From an optimization exercise on the open Yosys and OpenROAD flow, aimed at small area and a short achievable clock period; shortcuts taken in it are not production practice.
At most, simulation tests tie the RTL to the original design; equivalence was not proved.
The RTL of run 1 was laid out without a check of its function.

File: design/flow/flow/run.sh
#!/bin/bash
# Standard layout, except that the port buffers are buf_2 cells rather than
# the delay cells buffer_ports picks by default. Output goes to standard.log.
export BUFFER_PORTS_ARGS="-buffer_cell sky130_fd_sc_hd__buf_2"
bash standard.sh "BUFFER_PORTS_ARGS=$BUFFER_PORTS_ARGS" finish > standard.log 2>&1
File: design/flow/standard.sh
#!/bin/bash
# synth_recipe.tcl (not shown) runs the flow's synth.tcl, then flattens the netlist and writes it again
# the make line also repeats each setting of config.mk as NAME=value (left out here)
make -C /OpenROAD-flow-scripts/flow DESIGN_CONFIG=/design/flow/config.mk WORK_HOME=/design/flow/orfs CLKGATE_MAP_FILE= SYNTH_SCRIPT=/design/flow/synth_recipe.tcl "${@:-finish}"
File: design/flow/config.mk
export PLATFORM = sky130hd
export DESIGN_NAME = cordic_sqrt_pipelined
export DESIGN_NICKNAME = cordic_sqrt_pipelined
export VERILOG_FILES = /design/flow/design.v
export SDC_FILE = /design/flow/constraint.sdc
export NUM_CORES = 4
export LEC_CHECK = 0
export ABC_AREA = 1
export CAP_MARGIN = 20
export CORE_MARGIN = 2
export CORE_UTILIZATION = 55
export CTS_CLUSTER_DIAMETER = 100
export CTS_CLUSTER_SIZE = 24
export SETUP_SLACK_MARGIN = 4.6
export SLEW_MARGIN = 20
export TNS_END_PERCENT = 10
File: design/flow/constraint.sdc
create_clock -name core_clock -period 7.3 [get_ports {clk}]
set_input_delay 1.4600 -clock core_clock [delete_from_list [all_inputs] [get_ports {clk}]]
set_output_delay 1.4600 -clock core_clock [all_outputs]
set_load 0.01 [all_outputs]
File: design/flow/design.v
`timescale 1ns/1ps
module bk_add #(parameter W = 18) (
    input  wire [W-1:0] a,
    input  wire [W-1:0] b,
    input  wire         ci,
    output wire [W-1:0] s
);
    reg [W-1:0] p, G, P;
    integer l, j, k;
    always @* begin
        p = a ^ b;
        G = a & b;
        P = p;
        G[0] = G[0] | (p[0] & ci);
        for (l = 0; (1 << l) < W; l = l + 1)
            for (j = 0; j < W; j = j + 1)
                if ((j >> l) & 1) begin
                    k = ((j >> l) << l) - 1;
                    G[j] = G[j] | (P[j] & G[k]);
                    P[j] = P[j] & P[k];
                end
    end
    assign s = p ^ {G[W-2:0], ci};
endmodule
module cordic_sqrt_pipelined(
    input  wire clk,
    input  wire rst_n,
    input  wire start,
    input  wire signed [17:0] x_in,
    input  wire signed [17:0] y_in,
    output reg  signed [17:0] sqrt_out,
    output reg  done
);
    localparam N = 12;
    localparam LAT = N + 5;    
    reg signed [17:0] xr [0:N];
    reg signed [17:0] yr [0:N-1];
    always @(posedge clk) begin
        xr[0] <= x_in[17] ? -x_in : x_in;
        yr[0] <= y_in[17] ? -y_in : y_in;
    end
    genvar i;
    generate
        for (i = 0; i < N; i = i + 1) begin : st
            wire signed [17:0] x = xr[i];
            wire signed [17:0] y = yr[i];
            wire neg = y[17];
            wire signed [17:0] ys = y >>> i;
            wire signed [17:0] xs = x >>> i;
            wire [17:0] xn, yn;
            bk_add #(18) ax (.a(x), .b(ys ^ {18{neg}}), .ci(neg), .s(xn));
            always @(posedge clk) xr[i+1] <= xn;
            if (i < N - 1) begin : yu
                bk_add #(18) ay (.a(y), .b(xs ^ {18{~neg}}), .ci(~neg), .s(yn));
                always @(posedge clk) yr[i+1] <= yn;
            end
        end
    endgenerate
    wire signed [17:0] raw = xr[N];
    wire [17:0] o1 = raw >>> 1;
    wire [17:0] o2 = raw >>> 3;
    wire [17:0] o3 = ~(raw >>> 6);
    wire [17:0] o4 = ~(raw >>> 9);
    wire [17:0] c1s = o1 ^ o2 ^ o3;
    wire [17:0] c1c = (o1 & o2) | (o1 & o3) | (o2 & o3);
    wire [17:0] r2b = {c1c[16:0], 1'b0};
    wire [17:0] c2s = c1s ^ r2b ^ o4;
    wire [17:0] c2c = (c1s & r2b) | (c1s & o4) | (r2b & o4);
    reg  [17:0] ps_r, pc_r;
    always @(posedge clk) begin
        ps_r <= c2s;
        pc_r <= {c2c[16:0], 1'b1};
    end
    wire [17:0] s_w;
    bk_add #(18) as_ (.a(ps_r), .b(pc_r), .ci(1'b1), .s(s_w));
    reg  [17:0] s_r;
    wire [17:0] m_w;
    bk_add #(18) am (.a(s_r), .b(~{{12{s_r[17]}}, s_r[17:12]}), .ci(1'b1), .s(m_w));
    reg  [17:0] m_r;
    wire [17:0] f_w;
    bk_add #(18) af (.a(m_r), .b(~{{9{m_r[17]}}, m_r[17:9]}), .ci(1'b1), .s(f_w));
    always @(posedge clk) begin
        s_r <= s_w;
        m_r <= m_w;
        sqrt_out <= f_w;
    end
    reg [LAT-2:0] vld;
    always @(posedge clk or negedge rst_n) begin
        if (!rst_n) begin
            vld <= 0;
            done <= 1'b0;
        end else begin
            vld <= {vld[LAT-3:0], start};
            done <= vld[LAT-2];
        end
    end
endmodule
==> results of run 1 <==
==> synthesized netlist by cell type (all sizes together) <==
library cell	number	area [µm²]
a21o	33	248
a21oi	171	890
o21ai	62	348
dfrtp	17	425
inv	717	2690
nor2	154	601
nand3b	3	22.5
o21a	5	37.5
nand2	703	2670
nor3	25	145
a22oi	2	15.0
nand3	274	1380
a21boi	30	225
clkinv	6	23.8
xnor2	181	1590
buf	33	180
nand4	9	56.3
fa	135	2700
a211oi	2	15.0
mux2	1	11.3
or2	5	31.3
o211ai	17	208
nor4	6	58.8
dfxtp	526	10500
and2	1	6.26
clkbuf	6	22.5
o21bai	57	435
o22ai	14	87.6
xor2	276	2420
a31oi	3	18.8
ha	335	4190
mux2i	17	170
nor3b	1	7.51
==> sequential cells by signal, indices dropped and copies added, names as in the netlist <==
| signal | cells |
|---|---|
| sqrt_out | 18 |
| m_r | 18 |
| ps_r | 18 |
| vld | 16 |
| pc_r | 17 |
| yr | 204 |
| done | 1 |
| xr | 233 |
| s_r | 18 |
==> area by class of cell <==
type | count | area (µm²)
Clock buffer | 28 | 679
Clock inverter | 3 | 36.3
Fill cell | 5212 | 23800
Inverter | 723 | 2720
Sequential cell | 543 | 11000
Tap cell | 773 | 967
Timing Repair Buffer | 103 | 781
Multi-Input combinational cell | 2522 | 18700
==> repair_timing <==
item	CTS	global route
setup endpoints to repair	99	51
resized for setup	18	47
cloned	0	3
setup buffers	13	25
pin swaps	0	5
==> metrics by stage <==
stage / hold slack (ns) / area [µm²] / util
4_1_cts: 0.337 / 34400 / 0.587
3_5_place_dp: 0.321 / 33500 / 0.572
2_1_floorplan: 0.310 / 32500 / -
5_1_grt: 0.344 / 34900 / 0.594
3_3_place_gp: 0.313 / 33500 / 0.572
6_report: 0.334 / 34900 / 0.594
==> worst max-delay path by stage <==
stage | start | to | slack, ns
6_report | xr[10][17] | yr[11][17] | 4.62
5_1_grt | yr[0][17] | yr[1][17] | 4.45
4_1_cts | yr[3][17] | yr[4][17] | 4.48
3_5_place_dp | yr[9][17] | yr[10][17] | 4.01
3_3_place_gp | yr[9][17] | yr[10][16] | 4.08
2_1_floorplan | yr[3][17] | yr[4][17] | 4.68
==> per-layer routing <==
| layer | global-route usage | part of all wire | vias up |
|---|---|---|---|
| li1 | - | - | 12100 |
| met1 | 0.260 | 0.43 | 10900 |
| met2 | 0.416 | 0.52 | 247 |
| met3 | 0.0195 | 0.025 | 116 |
| met4 | 0.0656 | 0.030 | 0 |
| met5 | 0 | 0 | - |
==> cells by family (layout without fill, tap and decap cells) <==
kind of cell,count (synthesis),after routing
AO/OA/AOI/OAI,396,396
XOR/XNOR,457,457
AND/OR/NAND/NOR,1181,1181
flip-flops,543,543
multiplexers,18,18
buffers and inverters,762,857
adder cells (fa/ha/maj),470,470
==> worst max-delay path, stage by stage, from the launching register on <==
cell,delay [ns]
dfxtp_1,0.46
xor2_1,0.31
inv_2,0.17
ha_1,0.38
nand2_1,0.07
o21ai_1,0.27
inv_1,0.14
o21ai_0,0.17
a21oi_1,0.08
fa_1,0.38
xor2_1,0.15
==> impl_metrics.csv, run 1 <==
group,metric,value,unit
min_path,hold_path_class,"reg2reg",
grt,grt_start_max_net_pins,35,
placed_design,io_buffers,57,
yosys,yosys_warnings,4,
die,initial_utilization,0.553,
critical_path,cp-start-kind,"register",
placed_design,hpwl,54000,µm
die,ios,58,
min_path,min-delay-start,"ps_r[0]",
routing,routedWlPerCell,14.2,µm
die,die_area,61000,µm²
grt,gr-usage-all-layers,0.219,
sta,max_freq,0.373,GHz
routing,antenna_left,0,
placed_design,dp.cells,4623,
final_layout,nets,4429,
yosys,syn_nets,4336,
sta,max-slew-margin-rel,0.638,
sta,drv_slew,0,
yosys,synth_area_per_cell,8.48,µm²
die,num_rows,89,
min_path,hold_depth,0,
yosys,ys_ff_latch,543,
yosys,synth_simple_gate_area_share,0.153,
routing,via_per_inst,4.97,
final_layout,stdcell_count,4695,
routing,wirelength,66700,µm
job,cap_violations,0,
clocking,hold_buffers,0,
status,status,"timing/DRC/antenna clean",
final_layout,syn_to_final_growth,7.47,%
sta,tightest_slew,0.544,ns
sta,period_needed,2.68,ns
sta,fin_crit_sh,0.368,
critical_path,r2r_slack,4.62,ns
critical_path,endpoint_kind,"register",
clocking,htreeDepth,1,
grt,antenna_found_initial,1,
clocking,clock_latency,0.60,ns
routing,drc,0,
yosys,netlist_instances,3827,
yosys,synth_fa_ha_area_frac,0.212,
routing,via_count,23400,
sta,fin_tns_setup,0,ns
yosys,syn_area,32500,µm²
critical_path,cp_max_fo,9,
yosys,synth_cell_type_count,52,
sta,setup_viol,0,
yosys,synth_compound_area_frac,0.0779,
sta,fin_skew,0.0247,ns
placed_design,gp_congestion,0.856,
die,die_height,247,µm
final_layout,diodes,0,
final_layout,layout_commonest_cell,"inv_1",
clocking,cts_root_buffer,"clkbuf_16",
critical_path,reg2reg_depth,10,
sta,fin_ws,4.62,ns
critical_path,crit-reg2reg-launch,"xr[10][17]",
grt,grt_pass1_wl,109000,µm
clocking,cts_tree,"yes",
sta,final-hold-violation-count,0,
yosys,synth_top_family_by_area,"adder cells",
die,core,58700,µm²
clocking,clk_pin_slew,0.09,ns
clocking,cts_buffer_depth,3,
critical_path,reg2reg_to,"yr[11][17]",
grt,grt_pass1_vias,23300,
yosys,yosysSeqAreaShare,0.338,
routing,drt_first_pass_iters,5,
die,fp.dieW,247,µm
min_path,min_to,"s_r[0]",
critical_path,required,7.78,ns
placed_design,dp_slack,4.01,ns
grt,grt_overflow,0,
final_layout,layout-drive-gt1-share,0.0660,
yosys,synthMuxAreaShare,0.00559,
critical_path,crit_type,"reg2reg",
final_layout,layout_common_cells,"692 x inv_1, 682 x nand2_1, 516 x dfxtp_1",
routing,initialDrtViolationCount,861,
sta,rsz0062_at_grt,"true",
clocking,cts.sinks,543,
yosys,synthXorXnorAreaFrac,0.123,
clocking,cts_inserted_buffers,27,
critical_path,arrival,3.16,ns
==> inputs of run 2 (changes only) <==
--- a/design/flow/design.v
+++ b/design/flow/design.v
@@ -7,5 +7,5 @@
 );
     reg [W-1:0] p, G, P;
-    integer l, j, k;
+    integer l, j;
     always @* begin
         p = a ^ b;
@@ -13,11 +13,14 @@
         P = p;
         G[0] = G[0] | (p[0] & ci);
-        for (l = 0; (1 << l) < W; l = l + 1)
-            for (j = 0; j < W; j = j + 1)
-                if ((j >> l) & 1) begin
-                    k = ((j >> l) << l) - 1;
-                    G[j] = G[j] | (P[j] & G[k]);
-                    P[j] = P[j] & P[k];
-                end
+        for (l = 1; (1 << l) <= 2 * W; l = l + 1)
+            for (j = (1 << l) - 1; j < W; j = j + (1 << l)) begin
+                G[j] = G[j] | (P[j] & G[j - (1 << (l - 1))]);
+                P[j] = P[j] & P[j - (1 << (l - 1))];
+            end
+        for (l = 6; l > 0; l = l - 1)
+            for (j = (1 << l) + (1 << (l - 1)) - 1; j < W; j = j + (1 << l)) begin
+                G[j] = G[j] | (P[j] & G[j - (1 << (l - 1))]);
+                P[j] = P[j] & P[j - (1 << (l - 1))];
+            end
     end
     assign s = p ^ {G[W-2:0], ci};
==> design/flow/flow/run.sh (replaced) <==
#!/bin/bash
# Standard layout with two changes:
#  - full and half adders are left to abc as plain gates (sky130 fa and ha cells are added to
#    DONT_USE_CELLS; the platform's own list is repeated, since this replaces it);
#  - port buffers are buf_2 cells rather than the delay cells buffer_ports
#    picks by default.
# Output goes to standard.log.
DU=" sky130_fd_sc_hd__probe_p_8 sky130_fd_sc_hd__probec_p_8 sky130_fd_sc_hd__lpflow_bleeder_1 sky130_fd_sc_hd__lpflow_clkbufkapwr_1 sky130_fd_sc_hd__lpflow_clkbufkapwr_16 sky130_fd_sc_hd__lpflow_clkbufkapwr_2 sky130_fd_sc_hd__lpflow_clkbufkapwr_4 sky130_fd_sc_hd__lpflow_clkbufkapwr_8 sky130_fd_sc_hd__lpflow_clkinvkapwr_1 sky130_fd_sc_hd__lpflow_clkinvkapwr_16 sky130_fd_sc_hd__lpflow_clkinvkapwr_2 sky130_fd_sc_hd__lpflow_clkinvkapwr_4 sky130_fd_sc_hd__lpflow_clkinvkapwr_8 sky130_fd_sc_hd__lpflow_decapkapwr_12 sky130_fd_sc_hd__lpflow_decapkapwr_3 sky130_fd_sc_hd__lpflow_decapkapwr_4 sky130_fd_sc_hd__lpflow_decapkapwr_6 sky130_fd_sc_hd__lpflow_decapkapwr_8 sky130_fd_sc_hd__lpflow_inputiso0n_1 sky130_fd_sc_hd__lpflow_inputiso0p_1 sky130_fd_sc_hd__lpflow_inputiso1n_1 sky130_fd_sc_hd__lpflow_inputiso1p_1 sky130_fd_sc_hd__lpflow_inputisolatch_1 sky130_fd_sc_hd__lpflow_isobufsrc_1 sky130_fd_sc_hd__lpflow_isobufsrc_16 sky130_fd_sc_hd__lpflow_isobufsrc_2 sky130_fd_sc_hd__lpflow_isobufsrc_4 sky130_fd_sc_hd__lpflow_isobufsrc_8 sky130_fd_sc_hd__lpflow_isobufsrckapwr_16 sky130_fd_sc_hd__lpflow_lsbuf_lh_hl_isowell_tap_1 sky130_fd_sc_hd__lpflow_lsbuf_lh_hl_isowell_tap_2 sky130_fd_sc_hd__lpflow_lsbuf_lh_hl_isowell_tap_4 sky130_fd_sc_hd__lpflow_lsbuf_lh_isowell_4 sky130_fd_sc_hd__lpflow_lsbuf_lh_isowell_tap_1 sky130_fd_sc_hd__lpflow_lsbuf_lh_isowell_tap_2 sky130_fd_sc_hd__lpflow_lsbuf_lh_isowell_tap_4 #  sky130_fd_sc_hd__fa_1 sky130_fd_sc_hd__fa_2 sky130_fd_sc_hd__fa_4 sky130_fd_sc_hd__ha_1 sky130_fd_sc_hd__ha_2 sky130_fd_sc_hd__ha_4"
export BUFFER_PORTS_ARGS="-buffer_cell sky130_fd_sc_hd__buf_2"
bash standard.sh "DONT_USE_CELLS=$DU" "BUFFER_PORTS_ARGS=$BUFFER_PORTS_ARGS" finish > standard.log 2>&1
--- a/design/flow/config.mk
+++ b/design/flow/config.mk
@@ -9,8 +9,8 @@
 export CAP_MARGIN = 20
 export CORE_MARGIN = 2
-export CORE_UTILIZATION = 55
+export CORE_UTILIZATION = 60
 export CTS_CLUSTER_DIAMETER = 100
 export CTS_CLUSTER_SIZE = 24
-export SETUP_SLACK_MARGIN = 4.6
+export SETUP_SLACK_MARGIN = 4.5
 export SLEW_MARGIN = 20
-export TNS_END_PERCENT = 10
+export TNS_END_PERCENT = 0
==> run 2 against run 1 <==
Still clean. Non-clock buffer count shrank 37. Synthesized area increased by 1.5%. Utilization up 4.0 points.
==> impl_metrics.csv, run 2 <==
group,metric,value,unit
status,status,"timing/DRC/antenna clean",
critical_path,slowest_delay,0.85,ns
die,core,54000,µm²
die,die_height,238,µm
critical_path,cp_max_fo,19,
routing,route.met2.wl,33500,µm
critical_path,cp-start-kind,"register",
critical_path,crit_slowest_cell,"dfxtp_1",
final_layout,multiInputGateArea,18600,µm²
grt,grt_pass1_vias,25100,
clocking,hold_buffers,0,
grt,gr-usage-all-layers,0.237,
critical_path,endpoint_kind,"register",
clocking,cts_tree,"yes",
grt,grt_overflow,0,
sta,fin_ws,4.58,ns
yosys,syn_nets,5032,
final_layout,largest_registers,"xr x232, yr x205",
grt,grt_pass1_wl,113000,µm
critical_path,arrival,3.23,ns
yosys,synth_area_per_cell,6.60,µm²
yosys,yosysSeqAreaShare,0.333,
critical_path,crit_type,"reg2reg",
final_layout,layout-drive-gt1-share,0.0640,
final_layout,layout_commonest_cell,"nand2_1",
final_layout,fillCellCount,5202,
sta,setup_viol,0,
yosys,synth_top_cell_area_share,0.320,
yosys,synth_top_cell_by_area,"dfxtp_1",
placed_design,hpwl,53500,µm
yosys,yosysMostFrequentCell,"nand2_1",
final_layout,syn_to_final_growth,3.97,%
grt,antenna_found_initial,0,
die,fp.dieW,238,µm
clocking,cts_root_buffer,"clkbuf_16",
sta,fin_skew,0.0236,ns
routing,wl_met3,1310,µm
yosys,ys_ff_latch,543,
clocking,clk_pin_slew,0.09,ns
routing,via_count,27400,
final_layout,top_register,"xr",
yosys,synth_cell_type_count,57,
clocking,clock_latency,0.61,ns
final_layout,diodes,0,
yosys,yosys_most_used_dff,"dfxtp_1",
final_layout,layout_common_cells,"1852 x nand2_1, 685 x inv_1, 524 x dfxtp_1",
clocking,cts.sinks,543,
routing,met1_length,29600,µm
grt,grt_start_max_net_pins,42,
clocking,htreeDepth,1,
yosys,netlist_instances,4993,
job,cap_violations,0,
sta,fin_tns_setup,0,ns
clocking,cts_buffer_depth,3,
routing,highest-signal-layer,"met4",
die,ios,58,
critical_path,crit_top_cell,"nand2_1",
final_layout,stdcell_count,5714,
placed_design,gp_congestion,0.852,
routing,drt_first_pass_iters,7,
sta,final-hold-violation-count,0,
die,initial_utilization,0.610,
routing,antenna_left,0,
die,die_area,56800,µm²
routing,wirelength,66100,µm
clocking,cts_inserted_buffers,27,
final_layout,nets,5051,
yosys,yosys-top-cells-area,"dfxtp_1 32%, nand2_1 21%, xor2_1 11%",
clocking,post_cts_buffers,0,
clocking,cts_resized,0,
final_layout,largest_reg_flops,232,
yosys,async_flop_share,0.0313,
routing,initialDrtViolationCount,1173,
yosys,synth_edf_count,0,
yosys,yosys_warnings,4,
critical_path,crit_chain,"inv_2 > nand2_2 > nand2_2 > inv_2 > nand2_1 > nand2_1 > nor2_1 > a21oi_1 > nand2_1 > nand2_1 > nand2_1 > nand2_1 > nand2_1 > nand2_1 > nand2_1 > nand2_1 > nand2_1",
sta,period_needed,2.72,ns
routing,via_per_inst,4.79,
yosys,syn_area,32900,µm²
die,num_rows,85,
placed_design,io_buffers,57,
placed_design,dp_slack,4.28,ns
yosys,synth_common_cells,"1852 x nand2_1, 685 x inv_1, 526 x dfxtp_1",
sta,fin_crit_sh,0.373,
final_layout,seq_area,11000,µm²
routing,drc,0,
sta,tightest_slew,0.817,ns
critical_path,required,7.81,ns
sta,rsz0062_at_grt,"true",
sta,max_freq,0.368,GHz
placed_design,dp.cells,5679,
min_path,hold_path_class,"reg2reg",
sta,drv_slew,0,
routing,routedWlPerCell,11.6,µm
sta,max-slew-margin-rel,0.451,
-- run 2: cell count changes after synthesis, moves of 34 or more --
cell,change
nand2_1,+1163
o21ai_0,+74
xor2_1,+124
nand2_2,+73
ha_1,-335
or2_2,+52
a21oi_1,-64
buf_6,+34
o21bai_1,-47
fa_1,-135
nor2_1,+213
-- run 2: cells by family (layout without fill, tap and decap cells) --
group	after synthesis	count (layout)	synth area share
simple gates	2765	2765	0.350
buf+inv	789	814	0.102
xor+xnor	596	596	0.161
flops	543	543	0.333
compound gates	295	295	0.0526
fa+ha+maj	4	4	0.00122
mux	1	1	0.000342
-- run 2: cell type report --
cell class              count  area share
multi-input cells        3661       0.544
flip-flops and latches    543       0.320
inverters                 713      0.0783
well taps                 696      0.0254
clock buffers              30      0.0201
repair buffers             66      0.0103
clock inverters             5     0.00208
-- run 2: layer usage --
metal | global-route usage | up-vias
li1 | - | 15100
met1 | 0.281 | 12000
met2 | 0.458 | 225
met3 | 0.0185 | 82
met4 | 0.0585 | 0
met5 | 0 | -
-- run 2: worst max-delay path: cells and delay by family, from the launching register on --
kind,cells,cell delay [ns]
buffers and inverters,2,0.47
AO/OA/AOI/OAI,1,0.15
flip-flops,1,0.85
AND/OR/NAND/NOR,14,1.14
-- run 2: worst paths after layout --
| kind | startpoint | end | slack [ns] | cells past startpoint |
|---|---|---|---|---|
| max | yr[10][17] | yr[11][15] | 4.58 | 17 |
| min | ps_r[0] | s_r[0] | 0.34 | 0 |
| max reg2reg | yr[10][17] | yr[11][15] | 4.58 | 17 |
| min reg2reg | ps_r[0] | s_r[0] | 0.34 | 0 |
| max in group asynchronous | rst_n | vld[6] | 6.27 | 1 |
| min in group asynchronous | rst_n | vld[10] | 0.75 | 1 |
-- run 2: metrics by stage --
step | area (µm²) | hold WS [ns] | util
final | 34200 | 0.342 | 0.634
after global routing | 34200 | 0.356 | 0.634
after CTS | 34200 | 0.344 | 0.634
after detailed placement | 33500 | 0.317 | 0.620
after global placement | 33500 | 0.326 | 0.620
after floorplan | 32900 | 0.310 | -
==> inputs of run 3 (changes only) <==
--- a/design/flow/config.mk
+++ b/design/flow/config.mk
@@ -12,5 +12,5 @@
 export CTS_CLUSTER_DIAMETER = 100
 export CTS_CLUSTER_SIZE = 24
-export SETUP_SLACK_MARGIN = 4.5
+export SETUP_SLACK_MARGIN = 4.75
 export SLEW_MARGIN = 20
 export TNS_END_PERCENT = 0
==> run 3 against run 2 <==
Clock-buffer cell count grew 2. Hold slack worse by 0.0011 ns. Setup slack gained 0.17 ns. Critical path type is now reg2out. Critical endpoint is now done.
==> impl_metrics.csv, run 3 <==
group,metric,value,unit
sta,setup_viol,0,
sta,rsz0062_at_grt,"true",
die,ios,58,
critical_path,path_depth,1,
yosys,yosysMostFrequentCell,"nand2_1",
final_layout,multiInputGateArea,18600,µm²
placed_design,placed_cell_area,33500,µm²
placed_design,dp.cells,5679,
clocking,cts_root_buffer,"clkbuf_16",
clocking,cts_inserted_buffers,27,
clocking,htreeDepth,1,
routing,drt_first_pass_iters,5,
yosys,synth_area_per_cell,6.60,µm²
die,num_rows,85,
grt,grt_start_max_net_pins,42,
sta,max_freq,0.392,GHz
placed_design,gp_congestion,0.846,
routing,wirelength,66600,µm
grt,grt_pass1_vias,25200,
clocking,cts_buffer_depth,3,
final_layout,top_register,"xr",
critical_path,endpoint_kind,"output port",
final_layout,syn_to_final_growth,3.97,%
clocking,cts.sinks,543,
clocking,clk_pin_slew,0.09,ns
yosys,ys_ff_latch,543,
final_layout,seq_area,11000,µm²
final_layout,layout_common_cells,"1852 x nand2_1, 685 x inv_1, 522 x dfxtp_1",
die,die_area,56800,µm²
final_layout,nets,5051,
final_layout,layout-drive-gt1-share,0.0644,
final_layout,final_area,34200,µm²
die,fp.dieW,238,µm
critical_path,reg2reg_depth,16,
routing,routedWlPerCell,11.7,µm
critical_path,crit_slowest_cell,"dfrtp_1",
clocking,clock_latency,0.60,ns
yosys,syn_nets,5032,
critical_path,required,5.84,ns
routing,via_per_inst,4.79,
critical_path,r2r_slack,4.82,ns
yosys,yosys-top-cells-area,"dfxtp_1 32%, nand2_1 21%, xor2_1 11%",
die,die_height,238,µm
final_layout,diodes,0,
final_layout,fillCellCount,5154,
status,status,"timing/DRC/antenna clean",
critical_path,arrival,1.09,ns
yosys,synth_top_cell_area_share,0.320,
grt,grt_pass1_wl,113000,µm
job,cap_violations,0,
yosys,synth_cell_type_count,57,
grt,grt_overflow,0,
yosys,netlist_instances,4993,
sta,drv_slew,0,
critical_path,cp-start-kind,"register",
yosys,synth_common_cells,"1852 x nand2_1, 685 x inv_1, 526 x dfxtp_1",
placed_design,io_buffers,57,
critical_path,path_buf_inv,1,
final_layout,largest_reg_flops,232,
routing,via_count,27400,
routing,antenna_left,0,
min_path,hold_path_class,"reg2reg",
yosys,yosys_most_used_dff,"dfxtp_1",
routing,initialDrtViolationCount,1080,
critical_path,slowest_delay,0.36,ns
grt,gr-usage-all-layers,0.237,
yosys,async_flop_share,0.0313,
routing,drc,0,
critical_path,cp_top_family,"flip-flops",
placed_design,hpwl,53600,µm
sta,tightest_slew,0.807,ns
critical_path,cp-startpoint,"done",
sta,final-hold-violation-count,0,
final_layout,final_util,0.634,
sta,max-slew-margin-rel,0.458,
yosys,syn_area,32900,µm²
final_layout,stdcell_count,5715,
critical_path,crit_chain,"buf_2",
die,core,54000,µm²
grt,antenna_found_initial,0,
critical_path,crit_end,"done",
yosys,synth_edf_count,0,
critical_path,crit-reg2reg-launch,"yr[4][17]",
sta,period_needed,2.55,ns
yosys,synth_top_cell_by_area,"dfxtp_1",
critical_path,reg2reg_to,"xr[5][17]",
critical_path,cp_max_fo,1,
clocking,cts_tree,"yes",
final_layout,largest_registers,"xr x232, yr x205",
final_layout,layout_commonest_cell,"nand2_1",
sta,fin_tns_setup,0,ns
critical_path,crit_type,"reg2out",
die,initial_utilization,0.610,
sta,fin_skew,0.0155,ns
yosys,yosys_warnings,4,
yosys,yosysSeqAreaShare,0.333,
sta,fin_crit_sh,0.350,
clocking,hold_buffers,0,
run 3: cell counts after synthesis:
No cell type changed its count.
run 3: cell families (layout without fill, tap and decap cells):
| kind of cell | Yosys count | count (layout) | synth area share |
|---|---|---|---|
| AND/OR/NAND/NOR | 2765 | 2765 | 0.350 |
| XOR/XNOR | 596 | 596 | 0.161 |
| buffers and inverters | 789 | 815 | 0.102 |
| AO/OA/AOI/OAI | 295 | 295 | 0.0526 |
| adder cells (fa/ha/maj) | 4 | 4 | 0.00122 |
| multiplexers | 1 | 1 | 0.000342 |
| flip-flops | 543 | 543 | 0.333 |
run 3: area by class of cell:
type / count / share of cell area
clock inverter: 4 / 0.00110
timing repair buffer: 66 / 0.0106
inverter: 713 / 0.0783
clock buffer: 32 / 0.0206
multi-input combinational: 3661 / 0.544
tap: 696 / 0.0254
sequential: 543 / 0.320
run 3: routing by layer:
metal,vias up,global-route usage,share of wire
met5,-,0,0
met4,0,0.0591,0.026
met3,86,0.0184,0.020
met2,198,0.455,0.50
met1,12000,0.283,0.45
li1,15000,-,-
run 3: metrics by stage:
stage / hold WS [ns] / worst slack, ns
after floorplan: 0.310 / 4.70
after global placement: 0.325 / 4.32
after detailed placement: 0.323 / 4.29
after CTS: 0.348 / 4.55
after global routing: 0.351 / 4.50
final: 0.341 / 4.75
run 3: worst reg2reg max path: stages (launching register included):
cell,delay (ns)
dfxtp_1,0.32
buf_4,0.39
inv_2,0.24
nand2_1,0.10
nand2_1,0.09
nand2_1,0.09
inv_1,0.04
nor2_1,0.14
nand4_1,0.12
nand2_1,0.15
nand2_1,0.09
nand2_2,0.15
nand3_1,0.10
nand2_1,0.16
nand2_1,0.07
nand2_1,0.06
nand2_1,0.07
run 3: worst min path at each step:
stage,start,end,slack (ns),depth (start not counted)
2_1_floorplan,ps_r[0],s_r[0],0.31,0
3_3_place_gp,ps_r[0],s_r[0],0.33,0
3_5_place_dp,ps_r[0],s_r[0],0.32,0
4_1_cts,vld[1],vld[2],0.35,0
5_1_grt,ps_r[0],s_r[0],0.35,0
6_report,vld[1],vld[2],0.34,0
run 3: timing repair:
action | in CTS | in global routing
resized for setup | 1 | 5
buffers inserted | 0 | 0
endpoints found under the setup margin | 37 | 140
==> inputs of run 4 (changes only) <==
==> design/flow/flow/run.sh (replaced) <==
#!/bin/bash
# Standard layout with two changes:
#  - full adders are left to abc as plain gates (sky130 fa cells are added to
#    DONT_USE_CELLS; the platform's own list is repeated, since this replaces it);
#  - port buffers are buf_2 cells rather than the delay cells buffer_ports
#    picks by default.
# Output goes to standard.log.
DU=" sky130_fd_sc_hd__probe_p_8 sky130_fd_sc_hd__probec_p_8 sky130_fd_sc_hd__lpflow_bleeder_1 sky130_fd_sc_hd__lpflow_clkbufkapwr_1 sky130_fd_sc_hd__lpflow_clkbufkapwr_16 sky130_fd_sc_hd__lpflow_clkbufkapwr_2 sky130_fd_sc_hd__lpflow_clkbufkapwr_4 sky130_fd_sc_hd__lpflow_clkbufkapwr_8 sky130_fd_sc_hd__lpflow_clkinvkapwr_1 sky130_fd_sc_hd__lpflow_clkinvkapwr_16 sky130_fd_sc_hd__lpflow_clkinvkapwr_2 sky130_fd_sc_hd__lpflow_clkinvkapwr_4 sky130_fd_sc_hd__lpflow_clkinvkapwr_8 sky130_fd_sc_hd__lpflow_decapkapwr_12 sky130_fd_sc_hd__lpflow_decapkapwr_3 sky130_fd_sc_hd__lpflow_decapkapwr_4 sky130_fd_sc_hd__lpflow_decapkapwr_6 sky130_fd_sc_hd__lpflow_decapkapwr_8 sky130_fd_sc_hd__lpflow_inputiso0n_1 sky130_fd_sc_hd__lpflow_inputiso0p_1 sky130_fd_sc_hd__lpflow_inputiso1n_1 sky130_fd_sc_hd__lpflow_inputiso1p_1 sky130_fd_sc_hd__lpflow_inputisolatch_1 sky130_fd_sc_hd__lpflow_isobufsrc_1 sky130_fd_sc_hd__lpflow_isobufsrc_16 sky130_fd_sc_hd__lpflow_isobufsrc_2 sky130_fd_sc_hd__lpflow_isobufsrc_4 sky130_fd_sc_hd__lpflow_isobufsrc_8 sky130_fd_sc_hd__lpflow_isobufsrckapwr_16 sky130_fd_sc_hd__lpflow_lsbuf_lh_hl_isowell_tap_1 sky130_fd_sc_hd__lpflow_lsbuf_lh_hl_isowell_tap_2 sky130_fd_sc_hd__lpflow_lsbuf_lh_hl_isowell_tap_4 sky130_fd_sc_hd__lpflow_lsbuf_lh_isowell_4 sky130_fd_sc_hd__lpflow_lsbuf_lh_isowell_tap_1 sky130_fd_sc_hd__lpflow_lsbuf_lh_isowell_tap_2 sky130_fd_sc_hd__lpflow_lsbuf_lh_isowell_tap_4 #  sky130_fd_sc_hd__fa_1 sky130_fd_sc_hd__fa_2 sky130_fd_sc_hd__fa_4"
export BUFFER_PORTS_ARGS="-buffer_cell sky130_fd_sc_hd__buf_2"
bash standard.sh "DONT_USE_CELLS=$DU" "BUFFER_PORTS_ARGS=$BUFFER_PORTS_ARGS" finish > standard.log 2>&1
--- a/design/flow/config.mk
+++ b/design/flow/config.mk
@@ -12,5 +12,5 @@
 export CTS_CLUSTER_DIAMETER = 100
 export CTS_CLUSTER_SIZE = 24
-export SETUP_SLACK_MARGIN = 4.75
+export SETUP_SLACK_MARGIN = 4.5
 export SLEW_MARGIN = 20
 export TNS_END_PERCENT = 0
==> run 4 against run 3 <==
Hold slack worse by 0.0014 ns. Sequential cell count unchanged. Largest cell class unchanged. Via count is 30% lower. Critical path depth grew 15. Still clean. Utilization up 2.3 points. Critical path type is now reg2reg.
==> impl_metrics.csv, run 4 <==
group,metric,value,unit
status,status,"timing/DRC/antenna clean",
grt,antenna_found_initial,0,
yosys,synth_edf_count,0,
sta,period_needed,2.71,ns
sta,drv_slew,0,
die,ios,58,
final_layout,diodes,0,
critical_path,slowest_delay,0.39,ns
yosys,synth_top_cell_area_share,0.359,
sta,final-hold-violation-count,0,
final_layout,largest_reg_flops,232,
clocking,cts_buffer_depth,3,
clocking,cts_root_buffer,"clkbuf_16",
routing,drc,0,
routing,via_count,19200,
placed_design,io_buffers,57,
final_layout,final_util,0.657,
yosys,synth_top_cell_by_area,"dfxtp_1",
yosys,synth_area_per_cell,9.87,µm²
critical_path,cp-start-kind,"register",
yosys,yosysMostFrequentCell,"ha_1",
sta,tightest_slew,0.605,ns
routing,wirelength,55600,µm
critical_path,crit_slowest_cell,"dfxtp_2",
final_layout,syn_to_final_growth,7.50,%
sta,max-slew-margin-rel,0.593,
grt,gr-usage-all-layers,0.224,
die,die_height,225,µm
die,fp.dieW,225,µm
clocking,htreeDepth,1,
yosys,yosys-top-cells-area,"dfxtp_1 36%, ha_1 26%, xnor2_1 8.7%",
yosys,synth_common_cells,"608 x ha_1, 526 x dfxtp_1, 326 x nand2_1",
clocking,cts_inserted_buffers,27,
routing,initialDrtViolationCount,559,
sta,max_freq,0.369,GHz
final_layout,layout-drive-gt1-share,0.0723,
final_layout,layout_common_cells,"608 x ha_1, 515 x dfxtp_1, 321 x nand2_1",
grt,grt_pass1_vias,19700,
routing,via_per_inst,5.22,
final_layout,final_area,31500,µm²
sta,fin_skew,0.0225,ns
yosys,syn_area,29300,µm²
sta,fin_ws,4.59,ns
sta,setup_viol,0,
yosys,yosysSeqAreaShare,0.374,
die,initial_utilization,0.611,
final_layout,nets,3702,
sta,fin_crit_sh,0.371,
critical_path,crit_top_cell,"nand2_1",
final_layout,top_register,"xr",
yosys,netlist_instances,2971,
clocking,clk_pin_slew,0.09,ns
routing,routedWlPerCell,15.1,µm
yosys,yosys_most_used_dff,"dfxtp_1",
yosys,yosys_warnings,4,
critical_path,required,7.82,ns
placed_design,placed_cell_area,30200,µm²
die,die_area,50600,µm²
clocking,cts.sinks,543,
yosys,syn_nets,3618,
clocking,clock_latency,0.58,ns
yosys,synth_cell_type_count,43,
critical_path,cp_max_fo,16,
yosys,ys_ff_latch,543,
clocking,cts_tree,"yes",
grt,grt_overflow,0,
die,core,47900,µm²
routing,antenna_left,0,
routing,drt_first_pass_iters,4,
min_path,hold_path_class,"reg2reg",
sta,fin_tns_setup,0,ns
sta,rsz0062_at_grt,"true",
critical_path,arrival,3.22,ns
placed_design,dp.cells,3606,
placed_design,gp_congestion,0.830,
critical_path,crit_type,"reg2reg",
final_layout,stdcell_count,3672,
grt,grt_start_max_net_pins,34,
job,cap_violations,0,
final_layout,fillCellCount,3913,
placed_design,dp_slack,4.05,ns
final_layout,largest_registers,"xr x232, yr x205",
yosys,async_flop_share,0.0313,
grt,grt_pass1_wl,92100,µm
placed_design,hpwl,45300,µm
die,num_rows,80,
final_layout,layout_commonest_cell,"ha_1",
critical_path,crit_chain,"buf_12 > xor2_1 > ha_1 > ha_1 > or2_2 > nand3_1 > nand2_1 > nand3_1 > nand3_2 > nand2_1 > nand2_1 > nand3_1 > nand2_1 > ha_1 > nor2_1 > xnor2_1",
critical_path,endpoint_kind,"register",
## run 4: metal layers
metal / vias to the layer above / track usage / wire length, µm
met5: - / 0 / 0
met4: 0 / 0.0767 / 2070
met3: 109 / 0.0220 / 1050
met2: 160 / 0.437 / 29300
met1: 8864 / 0.250 / 23100
li1: 10000 / - / -
## run 4: area by class of cell
| type | count | area [µm²] | area share |
|---|---|---|---|
| Multi-Input combinational cell | 2180 | 17500 | 0.555 |
| Sequential cell | 543 | 11000 | 0.349 |
| Timing Repair Buffer | 97 | 773 | 0.0245 |
| Inverter | 206 | 773 | 0.0245 |
| Tap cell | 615 | 769 | 0.0244 |
| Clock buffer | 29 | 683 | 0.0217 |
| Clock inverter | 2 | 36.3 | 0.00115 |
## run 4: metrics by stage
stage          hold WS, ns
3_5_place_dp         0.323
2_1_floorplan        0.310
3_3_place_gp         0.314
5_1_grt              0.353
6_report             0.340
4_1_cts              0.345
## run 4: critical path, delay by kind of cell, from the launching register on
family / cells / cell delay, ns
xor gates and xnor gates: 2 / 0.27
DFF: 1 / 0.39
and+or+nand+nor: 10 / 1.17
buffers and inverters: 1 / 0.18
adders and majority gates: 3 / 0.60
## run 4: worst paths after layout
kind,from,to,slack [ns],depth (start not counted)
setup / recovery,yr[2][17],xr[3][15],4.59,16
hold / removal,ps_r[0],s_r[0],0.34,0
setup reg to reg,yr[2][17],xr[3][15],4.59,16
hold reg to reg,ps_r[0],s_r[0],0.34,0
max in group asynchronous,rst_n,done,6.27,1
min in group asynchronous,rst_n,vld[14],0.77,1
## run 4: logic make-up after synthesis
group | after synthesis | synth area share
xor gates and xnor gates | 534 | 0.160
AOI/OAI and AO/OA | 252 | 0.0559
buffers and inverters | 248 | 0.0332
DFF | 543 | 0.374
and+or+nand+nor | 767 | 0.111
muxes | 19 | 0.00696
adders and majority gates | 608 | 0.260
## run 4: timing repair
item	CTS	global route
setup buffers	0	30
cloned	0	5
setup endpoints to repair	123	132
hold buffers	0	0
resized for setup	9	45
==> inputs of run 5 (changes only) <==
--- a/design/flow/config.mk
+++ b/design/flow/config.mk
@@ -12,5 +12,5 @@
 export CTS_CLUSTER_DIAMETER = 100
 export CTS_CLUSTER_SIZE = 24
-export SETUP_SLACK_MARGIN = 4.5
+export SETUP_SLACK_MARGIN = 4.78
 export SLEW_MARGIN = 20
 export TNS_END_PERCENT = 0
==> run 5 against run 4 <==
Design area grew 4.2%. Non-clock buffer count grew 68. Still clean. Die area is the same. Register-to-register slack gained 0.13 ns.
==> impl_metrics.csv, run 5 <==
group,metric,value,unit
sta,setup_viol,0,
clocking,htreeDepth,1,
sta,fin_skew,0.0153,ns
status,status,"timing/DRC/antenna clean",
critical_path,crit-reg2reg-launch,"yr[6][17]",
critical_path,reg2reg_depth,16,
sta,whs,0.335,ns
yosys,synth_top_cell_area_share,0.359,
critical_path,crit_top_cell,"nand2_2",
final_layout,largest_reg_flops,232,
critical_path,path_buf_inv,3,
die,core,47900,µm²
clocking,cts_inserted_buffers,26,
final_layout,top_register,"xr",
final_layout,nets,3769,
routing,drc,0,
sta,rsz0062_at_grt,"true",
critical_path,reg2reg_to,"yr[7][17]",
min_path,min-delay-start,"ps_r[0]",
routing,via_per_inst,5.23,
clocking,cts_buffer_depth,3,
yosys,synth_fa_ha_area_frac,0.260,
critical_path,crit_slowest_cell,"dfxtp_2",
final_layout,syn_to_final_growth,12.0,%
routing,routedWlPerCell,15.5,µm
critical_path,arrival,3.07,ns
critical_path,cp-startpoint,"yr[6][17]",
final_layout,layout_commonest_cell,"ha_1",
sta,fin_tns_setup,0,ns
sta,fin_crit_sh,0.352,
routing,via_count,19600,
routing,antenna_left,0,
yosys,synth_simple_gate_area_share,0.111,
sta,drv_slew,0,
critical_path,crit_end,"yr[7][17]",
grt,met3_usage,0.0231,
sta,final-hold-violation-count,0,
clocking,clock_latency,0.59,ns
critical_path,r2r_slack,4.73,ns
final_layout,diodes,0,
critical_path,crit_type,"reg2reg",
final_layout,layout-drive-gt1-share,0.141,
clocking,hold_buffers,0,
sta,max-slew-margin-rel,0.622,
yosys,synth_edf_count,0,
critical_path,path_depth,16,
sta,tightest_slew,0.566,ns
yosys,synthMuxAreaShare,0.00696,
sta,max_freq,0.389,GHz
yosys,yosysSeqAreaShare,0.374,
grt,grt_overflow,0,
die,ios,58,
critical_path,cp-start-kind,"register",
critical_path,endpoint_kind,"register",
final_layout,final_util,0.685,
min_path,hold_path_class,"reg2reg",
yosys,ys_ff_latch,543,
grt,grt_pass1_vias,19800,
routing,drt_first_pass_iters,5,
yosys,syn_area,29300,µm²
grt,antenna_found_initial,0,
clocking,cts.sinks,543,
final_layout,fillCellCount,3777,
yosys,synth_area_per_cell,9.87,µm²
yosys,yosys_most_used_dff,"dfxtp_1",
clocking,cts_tree,"yes",
routing,wirelength,58000,µm
grt,gr-usage-all-layers,0.226,
yosys,synth_top_cell_by_area,"dfxtp_1",
grt,grt_pass1_wl,93200,µm
die,die_height,225,µm
final_layout,largest_registers,"xr x232, yr x205",
sta,period_needed,2.57,ns
yosys,yosys-top-cells-area,"dfxtp_1 36%, ha_1 26%, xnor2_1 8.7%",
placed_design,hpwl,44900,µm
final_layout,layout_common_cells,"585 x ha_1, 514 x dfxtp_1, 281 x nand2_1",
critical_path,cp_max_fo,6,
die,num_rows,80,
yosys,synth_cell_type_count,43,
critical_path,cp_top_family,"simple AND/OR/NAND/NOR gates",
die,fp.dieW,225,µm
yosys,yosys_warnings,4,
yosys,syn_nets,3618,
critical_path,crit_chain,"buf_12 > buf_4 > buf_4 > xnor2_1 > ha_1 > a21oi_1 > nand2_2 > nand3_2 > nand3_2 > nand2_2 > nand2_2 > nand4_1 > nand2_1 > ha_2 > nor2_4 > xor2_2",
critical_path,required,7.80,ns
die,initial_utilization,0.611,
yosys,synth_compound_area_frac,0.0559,
yosys,synth_common_cells,"608 x ha_1, 526 x dfxtp_1, 326 x nand2_1",
grt,met2_usage,0.441,
yosys,async_flop_share,0.0313,
yosys,synth_top_family_by_area,"adder cells",
grt,grt_start_max_net_pins,26,
die,die_area,50600,µm²
grt,busiest_layer,"met2",
critical_path,slowest_delay,0.35,ns
clocking,clk_pin_slew,0.09,ns
job,cap_violations,0,
clocking,cts_root_buffer,"clkbuf_16",
yosys,yosysMostFrequentCell,"ha_1",
yosys,netlist_instances,2971,
routing,initialDrtViolationCount,521,
yosys,synthXorXnorAreaFrac,0.160,
placed_design,io_buffers,57,
grt,grt_use_met1,0.254,
placed_design,gp_congestion,0.849,
-- run 5: cell types whose count changed in the layout (fill, tap and decap cells not counted), sizes merged --
cell / before / now
buf: 91 / 161
clkinv: 0 / 1
bufbuf: 0 / 4
clkbuf: 35 / 30
inv: 208 / 206
clkinvlp: 0 / 1
-- run 5: logic make-up after synthesis --
group                      Yosys count
and+or+nand+nor                    767
adders and majority gates          608
DFF                                543
xor gates and xnor gates           534
AOI/OAI and AO/OA                  252
buffers and inverters              248
muxes                               19
-- run 5: worst min-delay path by stage --
| stage | to | depth (start not counted) |
|---|---|---|
| finish | s_r[0] | 0 |
| global route | s_r[0] | 0 |
| CTS | s_r[0] | 0 |
| detailed placement | s_r[0] | 0 |
| global placement | s_r[0] | 0 |
| floorplan | s_r[0] | 0 |
-- run 5: layout make-up --
| cell class | count | area, µm² | share of cell area |
|---|---|---|---|
| multi-input combinational | 2180 | 18300 | 0.556 |
| sequential | 543 | 11000 | 0.335 |
| timing repair buffer | 165 | 1340 | 0.0409 |
| inverter | 206 | 773 | 0.0236 |
| tap | 615 | 769 | 0.0234 |
| clock buffer | 30 | 687 | 0.0209 |
| clock inverter | 2 | 12.5 | 0.000381 |
-- run 5: through the flow --
step	instance area, µm²	setup slack (ns)	cells
6_report	32800	4.73	3741
5_1_grt	32800	4.57	3741
3_5_place_dp	30200	4.10	3606
2_1_floorplan	29300	4.69	2971
4_1_cts	31500	4.67	3674
3_3_place_gp	30200	4.16	3606
-- run 5: what timing repair did --
item,4_1_cts,5_1_grt
setup buffers,31,67
pin swaps,8,71
endpoints found under the setup margin,245,173
resized for setup,55,188
cloned,5,0
endpoints found under the hold margin,0,0
-- run 5: layer usage --
layer / share of wire / vias to the layer above
li1: - / 10200
met1: 0.42 / 9109
met2: 0.53 / 190
met3: 0.018 / 104
met4: 0.035 / 0
met5: 0 / -
==> inputs of run 6 (changes only) <==
--- a/design/flow/config.mk
+++ b/design/flow/config.mk
@@ -6,5 +6,5 @@
 export NUM_CORES = 4
 export LEC_CHECK = 0
-export ABC_AREA = 1
+export ABC_AREA = 0
 export CAP_MARGIN = 20
 export CORE_MARGIN = 2
@@ -12,5 +12,5 @@
 export CTS_CLUSTER_DIAMETER = 100
 export CTS_CLUSTER_SIZE = 24
-export SETUP_SLACK_MARGIN = 4.78
+export SETUP_SLACK_MARGIN = 4.65
 export SLEW_MARGIN = 20
 export TNS_END_PERCENT = 0
==> run 6 against run 5 <==
Utilization decreased by 2.6 points. Clock-buffer cell count decreased by 2. Critical path depth decreased by 10. Via count decreased by 3.5%. Maximum frequency decreased by 10%. Die area decreased by 0.83%. Global-route usage decreased by 0.14 points. Sequential share of layout area increased by 1.5 points. Clock skew increased by 0.0060 ns. Highest routed layer unchanged.
==> impl_metrics.csv, run 6 <==
group,metric,value,unit
placed_design,placed_cell_area,30000,µm²
min_path,min-delay-start,"ps_r[0]",
clocking,htreeDepth,1,
grt,grt_use_met1,0.315,
placed_design,gp_congestion,0.834,
yosys,synth_common_cells,"608 x ha_1, 526 x dfxtp_1, 342 x xnor2_1",
critical_path,crit_end,"yr[0][14]",
grt,grt_pass1_wl,92600,µm
critical_path,path_depth,6,
final_layout,stdcell_count,3458,
final_layout,fillCellCount,3867,
job,cap_violations,0,
clocking,cts_inserted_buffers,26,
sta,setup_viol,0,
placed_design,io_buffers,57,
min_path,hold_path_class,"reg2reg",
clocking,hold_buffers,0,
final_layout,nets,3487,
yosys,ys_ff_latch,543,
final_layout,layout-drive-gt1-share,0.0830,
clocking,cts_tree,"yes",
grt,grt_pass1_vias,19000,
grt,met2_usage,0.381,
sta,period_needed,2.86,ns
placed_design,dp.cells,3394,
final_layout,final_util,0.658,
sta,max_freq,0.349,GHz
critical_path,crit_chain,"buf_2 > or4_4 > or4_4 > or4_4 > o21ai_2 > xnor2_1",
final_layout,largest_registers,"xr x232, yr x205",
critical_path,endpoint_kind,"register",
critical_path,reg2reg_depth,12,
routing,routedWlPerCell,16.3,µm
sta,tightest_slew,0.580,ns
routing,wirelength,56300,µm
critical_path,reg2reg_to,"xr[6][15]",
critical_path,crit_type,"in2reg",
yosys,netlist_instances,2760,
routing,via_per_inst,5.46,
yosys,synth_top_cell_by_area,"dfxtp_1",
grt,busiest_layer,"met2",
sta,fin_tns_setup,0,ns
routing,antenna_left,0,
routing,via_count,18900,
sta,rsz0062_at_grt,"true",
critical_path,crit_top_cell,"or4_4",
grt,antenna_found_initial,1,
critical_path,cp-startpoint,"y_in[6]",
yosys,yosysSeqAreaShare,0.377,
final_layout,largest_reg_flops,232,
status,status,"timing/DRC/antenna clean",
yosys,synth_top_cell_area_share,0.362,
final_layout,diodes,0,
sta,max-slew-margin-rel,0.613,
die,core,47700,µm²
grt,grt_overflow,0,
yosys,yosys_warnings,4,
final_layout,final_area,31400,µm²
yosys,async_flop_share,0.0313,
clocking,cts.sinks,543,
yosys,yosysMostFrequentCell,"ha_1",
critical_path,slowest_delay,0.55,ns
critical_path,cp_top_family,"simple AND/OR/NAND/NOR gates",
yosys,synth_area_per_cell,10.5,µm²
die,initial_utilization,0.609,
critical_path,arrival,3.37,ns
grt,met3_usage,0.0235,
routing,initialDrtViolationCount,797,
sta,fin_skew,0.0213,ns
critical_path,crit_slowest_cell,"or4_4",
yosys,synth_edf_count,0,
yosys,syn_nets,3407,
clocking,clock_latency,0.59,ns
clocking,cts_root_buffer,"clkbuf_16",
critical_path,path_buf_inv,1,
critical_path,cp_max_fo,4,
critical_path,required,7.81,ns
routing,drc,0,
sta,drv_slew,0,
final_layout,syn_to_final_growth,8.17,%
clocking,clk_pin_slew,0.09,ns
yosys,synth_cell_type_count,53,
final_layout,top_register,"xr",
grt,grt_start_max_net_pins,34,
clocking,cts_buffer_depth,3,
grt,gr-usage-all-layers,0.225,
die,num_rows,80,
final_layout,layout_commonest_cell,"ha_1",
critical_path,cp-start-kind,"input pin",
final_layout,layout_common_cells,"603 x ha_1, 515 x dfxtp_1, 336 x xnor2_1",
placed_design,hpwl,44300,µm
sta,final-hold-violation-count,0,
die,ios,58,
critical_path,crit-reg2reg-launch,"yr[5][17]",
yosys,syn_area,29100,µm²
die,die_area,50200,µm²
critical_path,r2r_slack,4.49,ns
yosys,yosys_most_used_dff,"dfxtp_1",
die,die_height,224,µm
yosys,yosys-top-cells-area,"dfxtp_1 36%, ha_1 26%, xnor2_1 10%",
sta,fin_crit_sh,0.392,
routing,drt_first_pass_iters,5,
die,fp.dieW,224,µm
==> run 6: worst min-delay path by stage <==
stage               endpoint  slack, ns  cells after the start
floorplan             s_r[0]       0.31                      0
global placement      s_r[0]       0.31                      0
detailed placement    s_r[0]       0.32                      0
CTS                   s_r[0]       0.33                      0
global route          s_r[0]       0.34                      0
finish                s_r[0]       0.33                      0
==> run 6: layout make-up <==
cell class / instances / area (µm²) / area share
clock buffer: 28 / 658 / 0.0209
clock inverter: 3 / 53.8 / 0.00171
inverter: 50 / 188 / 0.00597
multi-input combinational: 2123 / 18000 / 0.572
sequential: 543 / 11000 / 0.350
tap: 615 / 769 / 0.0245
timing repair buffer: 96 / 790 / 0.0251
==> run 6: cell families (layout without fill, tap and decap cells) <==
logic type      count (synthesis)  after routing  share of synthesized area
xor+xnor                      538            538                      0.162
flops                         543            543                      0.377
fa+ha+maj                     608            608                      0.262
compound gates                460            460                      0.104
simple gates                  504            504                     0.0782
mux                            13             13                    0.00495
buf+inv                        94            177                     0.0121
==> run 6: routing by layer <==
layer / vias up / routed length (µm)
li1: 9768 / -
met1: 8901 / 28300
met2: 158 / 25800
met3: 53 / 1400
met4: 0 / 835
met5: - / 0
==> run 6: worst reg2reg max path, cell delays in order (launching register included) <==
cell,delay [ns]
dfxtp_4,0.37
buf_12,0.14
xor2_2,0.15
ha_1,0.30
ha_2,0.18
o211ai_1,0.21
a21oi_1,0.11
a211o_1,0.30
a21o_4,0.25
a31o_4,0.25
and3_4,0.18
ha_4,0.15
xor2_1,0.13
==> run 6: metrics by stage <==
stage | worst slack [ns] | hold WS [ns]
finish | 4.44 | 0.331
CTS | 4.47 | 0.334
detailed placement | 3.82 | 0.323
global route | 4.35 | 0.339
global placement | 3.89 | 0.314
floorplan | 4.07 | 0.310
==> run 6: repair_timing <==
item,in CTS,in global routing
cloned,3,2
buffers inserted,13,15
setup endpoints to repair,224,173
gates resized for setup,47,40
pin swaps,11,20
==> inputs of run 7 (changes only) <==
--- a/design/flow/config.mk
+++ b/design/flow/config.mk
@@ -6,5 +6,5 @@
 export NUM_CORES = 4
 export LEC_CHECK = 0
-export ABC_AREA = 0
+export ABC_AREA = 1
 export CAP_MARGIN = 20
 export CORE_MARGIN = 2
==> run 7 against run 6 <==
Hold slack better by 0.013 ns. Setup slack improved by 0.26 ns. Clock-buffer cell count grew 3. Maximum frequency increased by 9.9%. Critical path type is now reg2reg.
==> impl_metrics.csv, run 7 <==
group,metric,value,unit
sta,fin_skew,0.0284,ns
critical_path,crit_type,"reg2reg",
sta,max-slew-margin-rel,0.626,
yosys,netlist_instances,2971,
grt,grt_pass1_wl,91800,µm
yosys,yosys_most_used_dff,"dfxtp_1",
yosys,synth_simple_gate_area_share,0.111,
placed_design,io_buffers,57,
yosys,yosysMostFrequentCell,"ha_1",
clocking,cts_tree,"yes",
yosys,synth_top_family_by_area,"adder cells",
placed_design,gp_congestion,0.833,
sta,max_freq,0.384,GHz
clocking,htreeDepth,1,
final_layout,syn_to_final_growth,10.0,%
grt,antenna_found_initial,1,
yosys,synth_common_cells,"608 x ha_1, 526 x dfxtp_1, 326 x nand2_1",
clocking,clk_pin_slew,0.09,ns
final_layout,largest_reg_flops,232,
clocking,cts_inserted_buffers,26,
critical_path,required,7.81,ns
yosys,yosys-top-cells-area,"dfxtp_1 36%, ha_1 26%, xnor2_1 8.7%",
final_layout,layout-drive-gt1-share,0.108,
sta,fin_ws,4.70,ns
sta,rsz0062_at_grt,"true",
yosys,synth_compound_area_frac,0.0559,
critical_path,cp_max_fo,14,
routing,initialDrtViolationCount,660,
die,core,47900,µm²
die,fp.dieW,225,µm
placed_design,dp_slack,4.09,ns
yosys,synth_edf_count,0,
routing,drc,0,
final_layout,layout_common_cells,"602 x ha_1, 515 x dfxtp_1, 306 x nand2_1",
final_layout,nets,3757,
clocking,cts.sinks,543,
critical_path,cp-start-kind,"register",
die,die_area,50600,µm²
die,ios,58,
final_layout,top_register,"xr",
yosys,async_flop_share,0.0313,
clocking,cts_root_buffer,"clkbuf_16",
placed_design,hpwl,45300,µm
routing,via_count,19500,
yosys,syn_nets,3618,
grt,gr-usage-all-layers,0.222,
grt,grt_start_max_net_pins,34,
final_layout,largest_registers,"xr x232, yr x205",
routing,wirelength,57000,µm
routing,routedWlPerCell,15.3,µm
sta,final-hold-violation-count,0,
yosys,yosysSeqAreaShare,0.374,
routing,via_per_inst,5.22,
placed_design,dp.cells,3606,
die,num_rows,80,
routing,antenna_left,0,
critical_path,arrival,3.11,ns
die,die_height,225,µm
routing,drt_first_pass_iters,6,
yosys,synthXorXnorAreaFrac,0.160,
sta,fin_crit_sh,0.357,
yosys,synth_area_per_cell,9.87,µm²
grt,grt_pass1_vias,19800,
yosys,synth_top_cell_by_area,"dfxtp_1",
sta,fin_tns_setup,0,ns
min_path,hold_path_class,"reg2reg",
yosys,synth_fa_ha_area_frac,0.260,
sta,setup_viol,0,
yosys,yosys_warnings,4,
sta,tightest_slew,0.560,ns
yosys,synthMuxAreaShare,0.00696,
clocking,cts_buffer_depth,3,
critical_path,endpoint_kind,"register",
yosys,ys_ff_latch,543,
grt,grt_overflow,0,
status,status,"timing/DRC/antenna clean",
yosys,synth_top_cell_area_share,0.359,
sta,drv_slew,0,
final_layout,stdcell_count,3730,
die,initial_utilization,0.611,
final_layout,layout_commonest_cell,"ha_1",
yosys,synth_cell_type_count,43,
yosys,syn_area,29300,µm²
job,cap_violations,0,
clocking,clock_latency,0.60,ns
final_layout,diodes,0,
sta,period_needed,2.60,ns
==> run 7: cell count changes after synthesis, sizes merged, moves of 22 or more <==
cell,before,now
xor2,196,243
nand3,35,80
inv,50,206
nand2,117,327
o211ai,28,0
nor2,227,282
nand2b,26,0
xnor2,342,291
nand4,9,31
o21ai,76,21
a21o,125,41
==> run 7: path summary, 6_finish.rpt <==
check	from	endpoint	slack [ns]	cells after the start
setup / recovery	yr[2][17]	xr[3][15]	4.70	16
setup reg to reg	yr[2][17]	xr[3][15]	4.70	16
max in group asynchronous	rst_n	vld[9]	6.27	1
hold reg to reg	ps_r[0]	s_r[0]	0.34	0
min in group asynchronous	rst_n	vld[10]	0.77	1
hold / removal	ps_r[0]	s_r[0]	0.34	0
==> run 7: metal layers <==
metal,track usage,wire length [µm],up-vias
met3,0.0232,967,108
met4,0.0679,1820,2
met2,0.442,30600,163
li1,-,-,10100
met5,0,13,-
met1,0.244,23600,9083
==> run 7: per-stage QoR <==
step / cell area (µm²) / hold slack, ns / utilization
3_5_place_dp: 30200 / 0.324 / 0.630
2_1_floorplan: 29300 / 0.310 / -
5_1_grt: 32200 / 0.344 / 0.673
6_report: 32200 / 0.344 / 0.673
3_3_place_gp: 30200 / 0.317 / 0.630
4_1_cts: 30900 / 0.345 / 0.645
==> run 7: critical path, stage by stage (launching register included) <==
cell	delay [ns]
dfxtp_4	0.36
buf_12	0.15
xor2_2	0.17
ha_1	0.27
ha_1	0.17
or2_2	0.29
nand3_1	0.09
nand2_2	0.09
nand3_2	0.09
nand3_4	0.11
nand2_2	0.10
nand2_2	0.08
nand3_2	0.08
nand2_1	0.05
ha_1	0.21
nor2_2	0.10
xnor2_1	0.11
==> run 7: cell families (layout without fill, tap and decap cells) <==
kind of cell,count (synthesis),after routing
AOI/OAI and AO/OA,252,252
buffers and inverters,248,392
muxes,19,19
xor gates and xnor gates,534,534
adders and majority gates,608,608
and+or+nand+nor,767,767
DFF,543,543
==> run 7: timing repair <==
| action | CTS | global route |
|---|---|---|
| hold buffers | 0 | 0 |
| setup buffers | 0 | 86 |
| resized for setup | 11 | 121 |
| pin swaps | 0 | 23 |
| setup endpoints to repair | 191 | 188 |
| cloned | 0 | 5 |
==> run 7: cell type report <==
cell class | count | area [µm²]
clock buffer | 31 | 679
clock inverter | 2 | 23.8
fill | 3906 | 15700
inverter | 206 | 773
multi-input combinational | 2180 | 17800
sequential | 543 | 11000
tap | 615 | 769
timing repair buffer | 153 | 1200

[port drivers added, routing unchanged]
In the flow no input, the clock included, has a driving cell. The finished layouts below were timed again as built, in two steps.
Step 1 assumes that a clkbuf_16 drives the clock port and a buf_2 every other input.
Step 2 also shifts input and output timing later by t, the mid clock arrival at the registers, as if the neighbouring blocks saw the same clock.
Slacks: ideal / step 1 / step 2; pairs: ideal / step 1.
run | shift t [ns] | slack for setup (ns) | worst setup path after step 2 | latest minus earliest clock arrival (ns) | worst register clock-pin slew, ns
run 1 | 0.647 | 4.617 / 4.617 / 4.410 | input to register | 0.039 / 0.039 | 0.10 / 0.10
run 2 | 0.655 | 4.579 / 4.579 / 4.266 | input to register | 0.028 / 0.028 | 0.10 / 0.10
run 3 | 0.655 | 4.747 / 4.683 / 4.327 | input to register | 0.019 / 0.019 | 0.10 / 0.10
run 4 | 0.629 | 4.594 / 4.594 / 4.366 | input to register | 0.025 / 0.025 | 0.10 / 0.10
run 5 | 0.635 | 4.728 / 4.703 / 4.360 | input to register | 0.018 / 0.018 | 0.09 / 0.09
run 6 | 0.645 | 4.438 / 4.478 / 3.833 | input to register | 0.025 / 0.025 | 0.10 / 0.10
run 7 | 0.639 | 4.697 / 4.697 / 4.384 | input to register | 0.031 / 0.031 | 0.10 / 0.10
After both steps setup and hold are still met in every run listed. The setup slack of run 6, which loses most, moves by +0.040 ns with the drivers and by -0.605 ns with both steps.
